This design comes from an exercise in tuning for small area and a short achievable clock period on the open sky130 flow, not from production work.
Function was checked by simulation only, so behaviour that the tests miss may differ from the original.
Power is estimated from default activity; no workload was simulated.

Setup of job 1143:
Design top, start of the top module:
module top(clk,reset,a1,a2,a3,b1,b2,b3,c1,c2,c3,c4,c5,c6,c7,c8,c9);
For scale: roughly 200 I/O pins, roughly 25000 um2 of cells after synthesis.
==> flow/config.mk <==
export PLATFORM = sky130hd
export DESIGN_NAME = top
export DESIGN_NICKNAME = top
export VERILOG_FILES = /design/flow/design.v
export SDC_FILE = /design/flow/constraint.sdc
export NUM_CORES = 4
export LEC_CHECK = 0
export CAP_MARGIN = 20
export CORE_MARGIN = 2
export CORE_UTILIZATION = 40
export SETUP_SLACK_MARGIN = 1.9
export SLEW_MARGIN = 20
export SYNTH_HIERARCHICAL = 1
==> flow/constraint.sdc <==
create_clock -name core_clock -period 6.0 [get_ports {clk}]
set_input_delay 1.2000 -clock core_clock [delete_from_list [all_inputs] [get_ports {clk}]]
set_output_delay 1.2000 -clock core_clock [all_outputs]
set_load 0.01 [all_outputs]
standard.sh (not shown) runs the stock make flow with config.mk's settings and CLKGATE_MAP_FILE= SYNTH_SCRIPT=/design/flow/synth_recipe.tcl, a recipe that flattens the netlist after the stock synthesis.
==> flow/flow/run.sh <==
#!/bin/bash
# Standard ORFS layout with buf_1 port buffers (input ones then upsized) and
# no CTS dummy loads.
set -euo pipefail
export BUFFER_PORTS_ARGS="-buffer_cell sky130_fd_sc_hd__buf_1"
export POST_GLOBAL_PLACE_TCL="$(pwd)/flow/post_gpl.tcl"
export CTS_ARGS="-sink_clustering_enable -repair_clock_nets -dont_use_dummy_load -buf_list sky130_fd_sc_hd__clkbuf_8"
export SETUP_MOVE_SEQUENCE="sizeup,swap"
bash standard.sh > standard_flow.log 2>&1
==> flow/flow/post_gpl.tcl <==
# Port buffers are inserted as buf_1; the input ones each drive a PE's partial
# products, so they get a stronger buffer, and so do the inverters they drive.
foreach inst [get_cells input*] {
  replace_cell $inst sky130_fd_sc_hd__buf_4
  foreach pin [get_pins -of_objects [get_nets -of_objects [get_pins [get_full_name $inst]/X]] -filter "direction == input"] {
    set c [get_cells -of_objects $pin]
    if {[get_property $c ref_name] == "sky130_fd_sc_hd__inv_1"} {
      replace_cell $c sky130_fd_sc_hd__inv_4
    }
  }
}
Job 1143 closes out successfully: all stages finished, all timing, DRC and antenna checks passed.
For job 482, these inputs were changed with respect to job 1143:
Settings: SETUP_SLACK_MARGIN now 1.85, was 1.9.
==> summary.txt <==
Worst hold slack on job 482 is ahead of job 1143. Clock power delta (job 482 -> job 1143): insignificant. On job 482: proportion of cell area occupied by multi-input gates is 0.39 points lower than what job 1143 gave. Total cell area at the placement stage was lower in job 482 than in job 1143.

Another version of the RTL of top (not shown whole).
For scale: about 200 I/O pins.
clock: 6.0 ns
lec_check: 0
cap_margin: 20
core_margin: 2
core_utilization: 40
setup_slack_margin: 1.85
slew_margin: 20
synth_hierarchical: 1
==> flow/flow/run.sh <==
#!/bin/bash
# Standard ORFS layout with buf_1 port buffers (input ones then upsized) and
# no CTS dummy loads.
set -euo pipefail
export BUFFER_PORTS_ARGS="-buffer_cell sky130_fd_sc_hd__buf_1"
export POST_GLOBAL_PLACE_TCL="$(pwd)/flow/post_gpl.tcl"
export CTS_ARGS="-sink_clustering_enable -repair_clock_nets -dont_use_dummy_load -buf_list sky130_fd_sc_hd__clkbuf_4"
export SETUP_MOVE_SEQUENCE="sizeup,swap"
bash standard.sh > standard_flow.log 2>&1
Scripts as last shown in full above: flow/flow/post_gpl.tcl
The baseline passed the timing, design-rule and antenna checks.
Change:
==> flow/flow/run.sh (replaced) <==
#!/bin/bash
# Standard ORFS layout with buf_1 port buffers (input ones then upsized) and
# no CTS dummy loads.
set -euo pipefail
export BUFFER_PORTS_ARGS="-buffer_cell sky130_fd_sc_hd__buf_1"
export POST_GLOBAL_PLACE_TCL="$(pwd)/flow/post_gpl.tcl"
export CTS_ARGS="-sink_clustering_enable -repair_clock_nets -dont_use_dummy_load -buf_list sky130_fd_sc_hd__clkbuf_8"
bash standard.sh > standard_flow.log 2>&1
--- a/flow/flow/post_gpl.tcl
+++ b/flow/flow/post_gpl.tcl
@@ -4,3 +4,3 @@
   replace_cell $inst sky130_fd_sc_hd__buf_4
-  foreach pin [get_pins -of_objects [get_nets -of_objects [get_pins [get_full_name $inst]/X]] -filter "direction == input"] {
+  foreach pin [get_pins -of_objects [get_nets -of_objects [get_pins $inst/X]] -filter "direction == input"] {
     set c [get_cells -of_objects $pin]
- SETUP_SLACK_MARGIN: 1.85 -> default
Result: Clock skew decreases by 0.037 ns; power grows slightly; cell area goes down slightly; clock-buffer cell count is lower by 24; worst setup slack gets worse by 0.37 ns; flip-flop and latch count stays the same; global-route usage went down by 0.14 points; area after synthesis does not change; wire length decreases slightly; fmax came out lower by a little under a tenth; register-to-register slack degrades by 0.27 ns.
Change:
==> flow/flow/post_gpl.tcl (replaced) <==
# Port buffers are inserted as buf_1; the input ones each drive a PE's partial
# products, so they get a stronger buffer.
foreach inst [get_cells input*] {
  replace_cell $inst sky130_fd_sc_hd__buf_4
}
After rerunning: Cell count stays the same; combinational power stays flat; clock-buffer cell count stays the same; setup slack is unchanged; non-clock buffer count stays the same; final area does not change.
Change:
==> flow/flow/post_gpl.tcl (replaced) <==
# Port buffers are inserted as buf_1; the input ones each drive a PE's partial
# products, so they get a stronger buffer, and so do the inverters they drive.
foreach inst [get_cells input*] {
  replace_cell $inst sky130_fd_sc_hd__buf_4
  foreach pin [get_pins -of_objects [get_nets -of_objects [get_pins [get_full_name $inst]/X]] -filter "direction == input"] {
    set c [get_cells -of_objects $pin]
    if {[get_property $c ref_name] == "sky130_fd_sc_hd__inv_1"} {
      replace_cell $c sky130_fd_sc_hd__inv_4
    }
  }
}
Outcome:
- count of clock-buffer cells in the layout shrinks by 2
- via count shrinks slightly
- power shrinks slightly
- wire length shrinks slightly
- cell area grows slightly
- global-route usage barely changes

Another version of the RTL of top (not shown whole).
Size in the first run: about 250 flip-flops, roughly 25000 um^2 of cells after synthesis.
==> flow/config.mk <==
export PLATFORM = sky130hd
export DESIGN_NAME = top
export DESIGN_NICKNAME = top
export VERILOG_FILES = /design/flow/design.v
export SDC_FILE = /design/flow/constraint.sdc
export NUM_CORES = 4
export LEC_CHECK = 0
export CAP_MARGIN = 20
export CORE_MARGIN = 2
export CORE_UTILIZATION = 40
export SETUP_SLACK_MARGIN = 1.95
export SLEW_MARGIN = 20
export SYNTH_HIERARCHICAL = 1
==> flow/constraint.sdc <==
create_clock -name core_clock -period 6.0 [get_ports {clk}]
set_input_delay 1.2000 -clock core_clock [delete_from_list [all_inputs] [get_ports {clk}]]
set_output_delay 1.2000 -clock core_clock [all_outputs]
set_load 0.01 [all_outputs]
==> flow/flow/run.sh <==
#!/bin/bash
# Standard ORFS layout with buf_1 port buffers (input ones then upsized) and
# no CTS dummy loads.
set -euo pipefail
export BUFFER_PORTS_ARGS="-buffer_cell sky130_fd_sc_hd__buf_1"
export POST_GLOBAL_PLACE_TCL="$(pwd)/flow/post_gpl.tcl"
export CTS_ARGS="-sink_clustering_enable -repair_clock_nets -dont_use_dummy_load -buf_list sky130_fd_sc_hd__clkbuf_8"
export SETUP_MOVE_SEQUENCE="sizeup,swap"
bash standard.sh > standard_flow.log 2>&1
==> flow/flow/post_gpl.tcl <==
# Port buffers are inserted as buf_1; the input ones each drive a PE's partial
# products, so they get a stronger buffer.
foreach inst [get_cells input*] {
  replace_cell $inst sky130_fd_sc_hd__buf_4
}
Then changed:
==> flow/flow/run.sh (replaced) <==
#!/bin/bash
# Standard ORFS layout, with buf_2 input buffers, buf_1 output buffers and no
# CTS dummy loads.
set -euo pipefail
export BUFFER_PORTS_ARGS="-inputs -buffer_cell sky130_fd_sc_hd__buf_2"
export PRE_GLOBAL_PLACE_TCL="$(pwd)/flow/pre_gpl.tcl"
export CTS_ARGS="-sink_clustering_enable -repair_clock_nets -dont_use_dummy_load -buf_list sky130_fd_sc_hd__clkbuf_8"
bash standard.sh > standard_flow.log 2>&1
==> flow/flow/pre_gpl.tcl (new file) <==
# Output ports get the smallest buffer: they drive only the fixed output load
# and have most of the cycle to spare.
buffer_ports -outputs -buffer_cell sky130_fd_sc_hd__buf_1
SETUP_SLACK_MARGIN = unset   (was 1.95)
removed: flow/flow/post_gpl.tcl
Combinational power decreases by about a fifth.
Critical path depth falls by 2.
Die area is unchanged.
Area after synthesis is unchanged.
Clock-buffer cell count stays the same.
Wire length decreases by a few percent.
Synthesized cell count is unchanged.
Cell count shrinks by a few percent.
Clock skew grows by 0.017 ns.
Clock power barely changes.
Then changed:
==> flow/flow/run.sh (replaced) <==
#!/bin/bash
# Standard ORFS layout with buf_1 port buffers (input ones then upsized) and
# no CTS dummy loads.
set -euo pipefail
export BUFFER_PORTS_ARGS="-buffer_cell sky130_fd_sc_hd__buf_1"
export POST_GLOBAL_PLACE_TCL="$(pwd)/flow/post_gpl.tcl"
export CTS_ARGS="-sink_clustering_enable -repair_clock_nets -dont_use_dummy_load -buf_list sky130_fd_sc_hd__clkbuf_8"
bash standard.sh > standard_flow.log 2>&1
==> flow/flow/post_gpl.tcl (new file) <==
# Port buffers are inserted as buf_1; the input ones each drive a PE's partial
# products, so they get a stronger buffer.
foreach inst [get_cells input*] {
  replace_cell $inst sky130_fd_sc_hd__buf_4
}
removed: flow/flow/pre_gpl.tcl
Outcome: The new run produced a clean layout; hold slack degrades by 0.056 ns; die area stays the same; cell area rises by 2.5%; via count rises by 2.3%; combinational power rises by 6.4%.
Then changed:
==> flow/flow/run.sh (replaced) <==
#!/bin/bash
# Standard ORFS layout with small port buffers and no CTS dummy loads.
set -euo pipefail
export BUFFER_PORTS_ARGS="-buffer_cell sky130_fd_sc_hd__buf_2"
export CTS_ARGS="-sink_clustering_enable -repair_clock_nets -dont_use_dummy_load -buf_list sky130_fd_sc_hd__clkbuf_8"
bash standard.sh > standard_flow.log 2>&1
removed: flow/flow/post_gpl.tcl
Final area is about the same.
Core utilization is higher by 0.12 points.
Non-clock buffer count is lower by 1.

==> static timing again, ports no longer ideal <==
In the flow no input, the clock included, has a driving cell. The finished layouts below were timed again as built, in two steps.
Step 1: set_driving_cell puts a clkbuf_16 on clk and a buf_2 on each other input, an assumption about the parent block.
Step 2 times the ports against the registers' clock, not the clock port: input delays grow and output delays shrink by t, the midpoint of the rising clock arrivals with the driver on.
Slacks: ideal ports / drivers / drivers and shift; pairs: ideal ports / drivers.
| run | t (ns) | setup WS [ns] | worst setup path after step 2 | slew at the worst register clock pin (ns) |
|---|---|---|---|---|
| job 1143 | 0.676 | 2.011 / 2.011 / 1.410 | input to register | 0.06 / 0.06 |
| job 482 | 0.660 | 2.001 / 2.026 / 1.366 | input to register | 0.06 / 0.06 |
| the first run of note 2 | 0.806 | 2.060 / 2.060 / 1.297 | input to register | 0.07 / 0.07 |
| the second run of note 2 | 0.689 | 1.688 / 1.716 / 1.027 | input to register | 0.06 / 0.06 |
| the third run of note 2 | 0.689 | 1.688 / 1.716 / 1.027 | input to register | 0.06 / 0.06 |
| the fourth run of note 2 | 0.686 | 1.779 / 1.779 / 1.139 | input to register | 0.06 / 0.06 |
| the first run of note 3 | 0.689 | 2.050 / 2.075 / 1.386 | input to register | 0.06 / 0.06 |
| the second run of note 3 | 0.664 | 1.667 / 1.667 / 1.096 | input to register | 0.06 / 0.06 |
| the third run of note 3 | 0.672 | 1.797 / 1.831 / 1.159 | input to register | 0.06 / 0.06 |
| the fourth run of note 3 | 0.677 | 1.743 / 1.778 / 1.101 | input to register | 0.06 / 0.06 |
After both steps setup and hold are still met in every run listed. The setup slack of the first run of note 2, which loses most, moves by 0.000 ns with the drivers and by -0.763 ns with both steps.
